Context: an optimization exercise on an open-source flow, tuned for small area and a short achievable clock period. The choices shown serve that exercise and are no tape-out recipe. In this exercise RTL edits were held to simulation tests only and were not proved equivalent to the original. No driver is modelled on the clock port, so clocking that relies on it looks cheaper here than on a real chip. No activity file was given, so power comes from the tool's default toggle rates.

==> v3 <==
==> flow/design.v (excerpt) <==
module dadda_16_pipelined(clk, rst, A, B, Y_reg);
    input clk, rst;
    input [15:0] A;
    input [15:0] B;
    output reg [31:0] Y_reg;
    reg [15:0] a1, a2, a3, a4, a5;
    reg [15:0] b1, b2, b3, b4, b5;
    always @(posedge clk) begin
        a1 <= A; a2 <= a1; a3 <= a2; a4 <= a3; a5 <= a4;
        b1 <= B; b2 <= b1; b3 <= b2; b4 <= b3; b5 <= b4;
    end
    reg [2:0] hold;
    always @(posedge clk) begin
        if (!rst) hold <= 3'd7;
        else if (hold != 3'd0) hold <= hold - 3'd1;
    end
    wire ok = rst & (hold == 3'd0);
    wire [255:0] npp;
    genvar i, j;
    generate
        for (i = 0; i < 16; i = i + 1) begin : g_i
            for (j = 0; j < 16; j = j + 1) begin : g_j
                assign npp[i*16+j] = ~(a5[j] & b5[i]);
            end
        end
    endgenerate
    wire n0, n1, n2, n3, n4, n5, n6, n7, n8, n9, n10, n11, n12, n13, n14, n15;
    wire n16, n17, n18, n19, n20, n21, n22, n23, n24, n25, n26, n27, n28, n29, n30, n31;
    wire n32, n33, n34, n35, n36, n37, n38, n39, n40, n41, n42, n43, n44, n45, n46, n47;
    wire n48, n49, n50, n51, n52, n53, n54, n55, n56, n57, n58, n59, n60, n61, n62, n63;
    wire n64, n65, n66, n67, n68, n69, n70, n71, n72, n73, n74, n75, n76, n77, n78, n79;
    wire n80, n81, n82, n83, n84, n85, n86, n87, n88, n89, n90, n91, n92, n93, n94, n95;
    wire n96, n97, n98, n99, n100, n101, n102, n103, n104, n105, n106, n107, n108, n109, n110, n111;
    wire n112, n113, n114, n115, n116, n117, n118, n119, n120, n121, n122, n123, n124, n125, n126, n127;
    wire n128, n129, n130, n131, n132, n133, n134, n135, n136, n137, n138, n139, n140, n141, n142, n143;
  ...
clock: 9.0 ns
lec_check: 0
cap_margin: 20
core_margin: 2
core_utilization: 40
slew_margin: 20
synth_hierarchical: 1
synth_minimum_keep_size: 0
standard.sh (not shown) runs the stock make flow with config.mk's settings and CLKGATE_MAP_FILE= SYNTH_SCRIPT=/design/flow/synth_recipe.tcl, a recipe that flattens the netlist after the stock synthesis.
==> flow/flow/run.sh <==
#!/bin/bash
set -euo pipefail
cd "$(dirname "${BASH_SOURCE[0]}")/.."
VARS=(SETUP_SLACK_MARGIN=6.3
  "BUFFER_PORTS_ARGS=-buffer_cell sky130_fd_sc_hd__buf_1"
  "CTS_ARGS=-sink_clustering_enable -repair_clock_nets -sink_clustering_size 24 -sink_clustering_max_diameter 200 -sink_clustering_levels 1 -buf_list sky130_fd_sc_hd__clkbuf_16")
bash standard.sh "${VARS[@]}" cts > flow_make_cts.log 2>&1
RES="orfs/results/${FLOW_PLATFORM:-sky130hd}/dadda_16_pipelined/base" CLKNET=clk \
  openroad -no_init -exit flow/drop_root.tcl > drop_root.log 2>&1
bash standard.sh "${VARS[@]}" finish > flow_make.log 2>&1
==> flow/flow/drop_root.tcl <==
# Shortens the clock tree that clock_tree_synthesis built: the clock port drives the H-tree's
# first-level buffers directly and the root buffer, which only drove those, is removed.
# Every flip-flop keeps the same number of buffers on its clock path (first-level buffer, leaf
# buffer).  If the tree is not of that form the layout is left as it is.
set res $::env(RES)
read_db $res/4_cts.odb
set block [ord::get_db_block]
set clk [$block findNet $::env(CLKNET)]
set roots {}
foreach it [$clk getITerms] {
  if {[$it isInputSignal]} { lappend roots [$it getInst] }
}
if {[llength $roots] != 1} { puts "clock port drives [llength $roots] cells: tree left as it is"; exit 0 }
set root [lindex $roots 0]
set rootin ""; set rootout ""
foreach it [$root getITerms] {
  if {[$it isOutputSignal]} { set rootout $it }
  if {[$it isInputSignal] && [$it getNet] ne "NULL" && [[$it getNet] getName] eq [$clk getName]} { set rootin $it }
}
set onet [$rootout getNet]
set mids {}
set ok 1
foreach it [$onet getITerms] {
  if {![$it isInputSignal]} { continue }
  set inst [$it getInst]
  if {[string match "*clkbuf*" [[$inst getMaster] getName]]} { lappend mids $it } else { set ok 0 }
}
if {!$ok || [llength $mids] == 0 || [llength $mids] > 4} { puts "root drives [llength $mids] buffers (ok=$ok): tree left as it is"; exit 0 }
foreach it $mids { $it disconnect; $it connect $clk }
foreach it [$root getITerms] { if {[$it getNet] ne "NULL"} { $it disconnect } }
puts "removed root [$root getName]; clock port now drives [llength $mids] buffers"
odb::dbInst_destroy $root
odb::dbNet_destroy $onet
write_db $res/4_cts.odb
==> v13: changes against v3 <==
==> flow/flow/run.sh (replaced) <==
#!/bin/bash
set -euo pipefail
cd "$(dirname "${BASH_SOURCE[0]}")/.."
bash standard.sh SETUP_SLACK_MARGIN=6.2 \
  "BUFFER_PORTS_ARGS=-buffer_cell sky130_fd_sc_hd__buf_1" \
  "CTS_ARGS=-sink_clustering_enable -repair_clock_nets -sink_clustering_size 28 -sink_clustering_max_diameter 200 -sink_clustering_levels 1 -buf_list sky130_fd_sc_hd__clkbuf_16" \
  finish > flow_make.log 2>&1
removed: flow/flow/drop_root.tcl
==> v4: changes against v3 <==
==> flow/flow/run.sh (replaced) <==
#!/bin/bash
set -euo pipefail
cd "$(dirname "${BASH_SOURCE[0]}")/.."
VARS=(SETUP_SLACK_MARGIN=6.3
  "BUFFER_PORTS_ARGS=-buffer_cell sky130_fd_sc_hd__buf_1"
  "CTS_ARGS=-sink_clustering_enable -repair_clock_nets -sink_clustering_size 28 -sink_clustering_max_diameter 200 -sink_clustering_levels 1 -buf_list sky130_fd_sc_hd__clkbuf_16")
bash standard.sh "${VARS[@]}" cts > flow_make_cts.log 2>&1
RES="orfs/results/${FLOW_PLATFORM:-sky130hd}/dadda_16_pipelined/base" CLKNET=clk \
  openroad -no_init -exit flow/drop_root.tcl > drop_root.log 2>&1
bash standard.sh "${VARS[@]}" finish > flow_make.log 2>&1
==> notes <==
v4 ran to the end with no violations. v13 ran to the end with no violations. v3 completed without violations. Count of clock-buffer cells in the layout: v4 is lower than v13 (1). The lowest design area belongs to v13, the highest to v3. In area after synthesis, v4 and v3 do not differ. Against v4, the utilization of v13 is lower by 0.33 points. Hold slack: v3 is better than v4 (0.011 ns). Synthesized cell count is the same in v4 and v3.
==> figures <==
quantity	v4	v3	v13
Result of the run	timing/DRC/antenna clean	timing/DRC/antenna clean	timing/DRC/antenna clean
Clock Latency Late Sink	0.39 ns	0.39 ns	0.51 ns
CP Max Fanout	16	16	1
Clk network pwr share	0.180	0.188	0.185
Start point of the worst min-delay path	a4[1]$_DFF_P_	a4[3]$_DFF_P_	a4[1]$_DFF_P_
Critical Path Slowest Stage Cell	dfxtp_2	fa_1	dfxtp_2
Largest stage delay on the critical path	0.60 ns	0.55 ns	0.33 ns
Wire length of the first global-routing pass	39000 um	39100 um	39100 um
Total length of routed met3 wires	1460 um	1550 um	1410 um
GR met2 Demand/Resource	0.234	0.235	0.226
Buffers excl. clock	75	74	65
Flop+latch power	1.90 mW	1.90 mW	1.91 mW
Final area over synthesized area	1.083x	1.084x	1.075x

==> port drivers added, routing unchanged <==
In the flow no input, the clock included, has a driving cell. The finished layouts below were timed again as built, in two steps.
Step 1, drivers: a clkbuf_16 drives clk and a buf_2 each remaining input, both assumed.
Step 2, shift: input delay + t, output delay - t, t = (earliest + latest rising clock arrival at the registers) / 2. This alone moves slack from input paths to output paths.
a / b / c = ideal ports / drivers / drivers and shift; a / b = the first two.
run | shift t [ns] | slack for setup (ns) | clock arrival spread, ns | worst slew at a driven data input, ns
v3 | 0.439 | 6.372 / 6.311 / 6.058 | 0.033 / 0.033 | 0.03
v13 | 0.546 | 6.244 / 6.190 / 6.076 | 0.039 / 0.039 | 0.03
v4 | 0.441 | 6.352 / 6.299 / 6.057 | 0.032 / 0.032 | 0.03
After both steps setup and hold are still met in every run listed. The setup slack of v3, which loses most, moves by -0.061 ns with the drivers and by -0.314 ns with both steps.
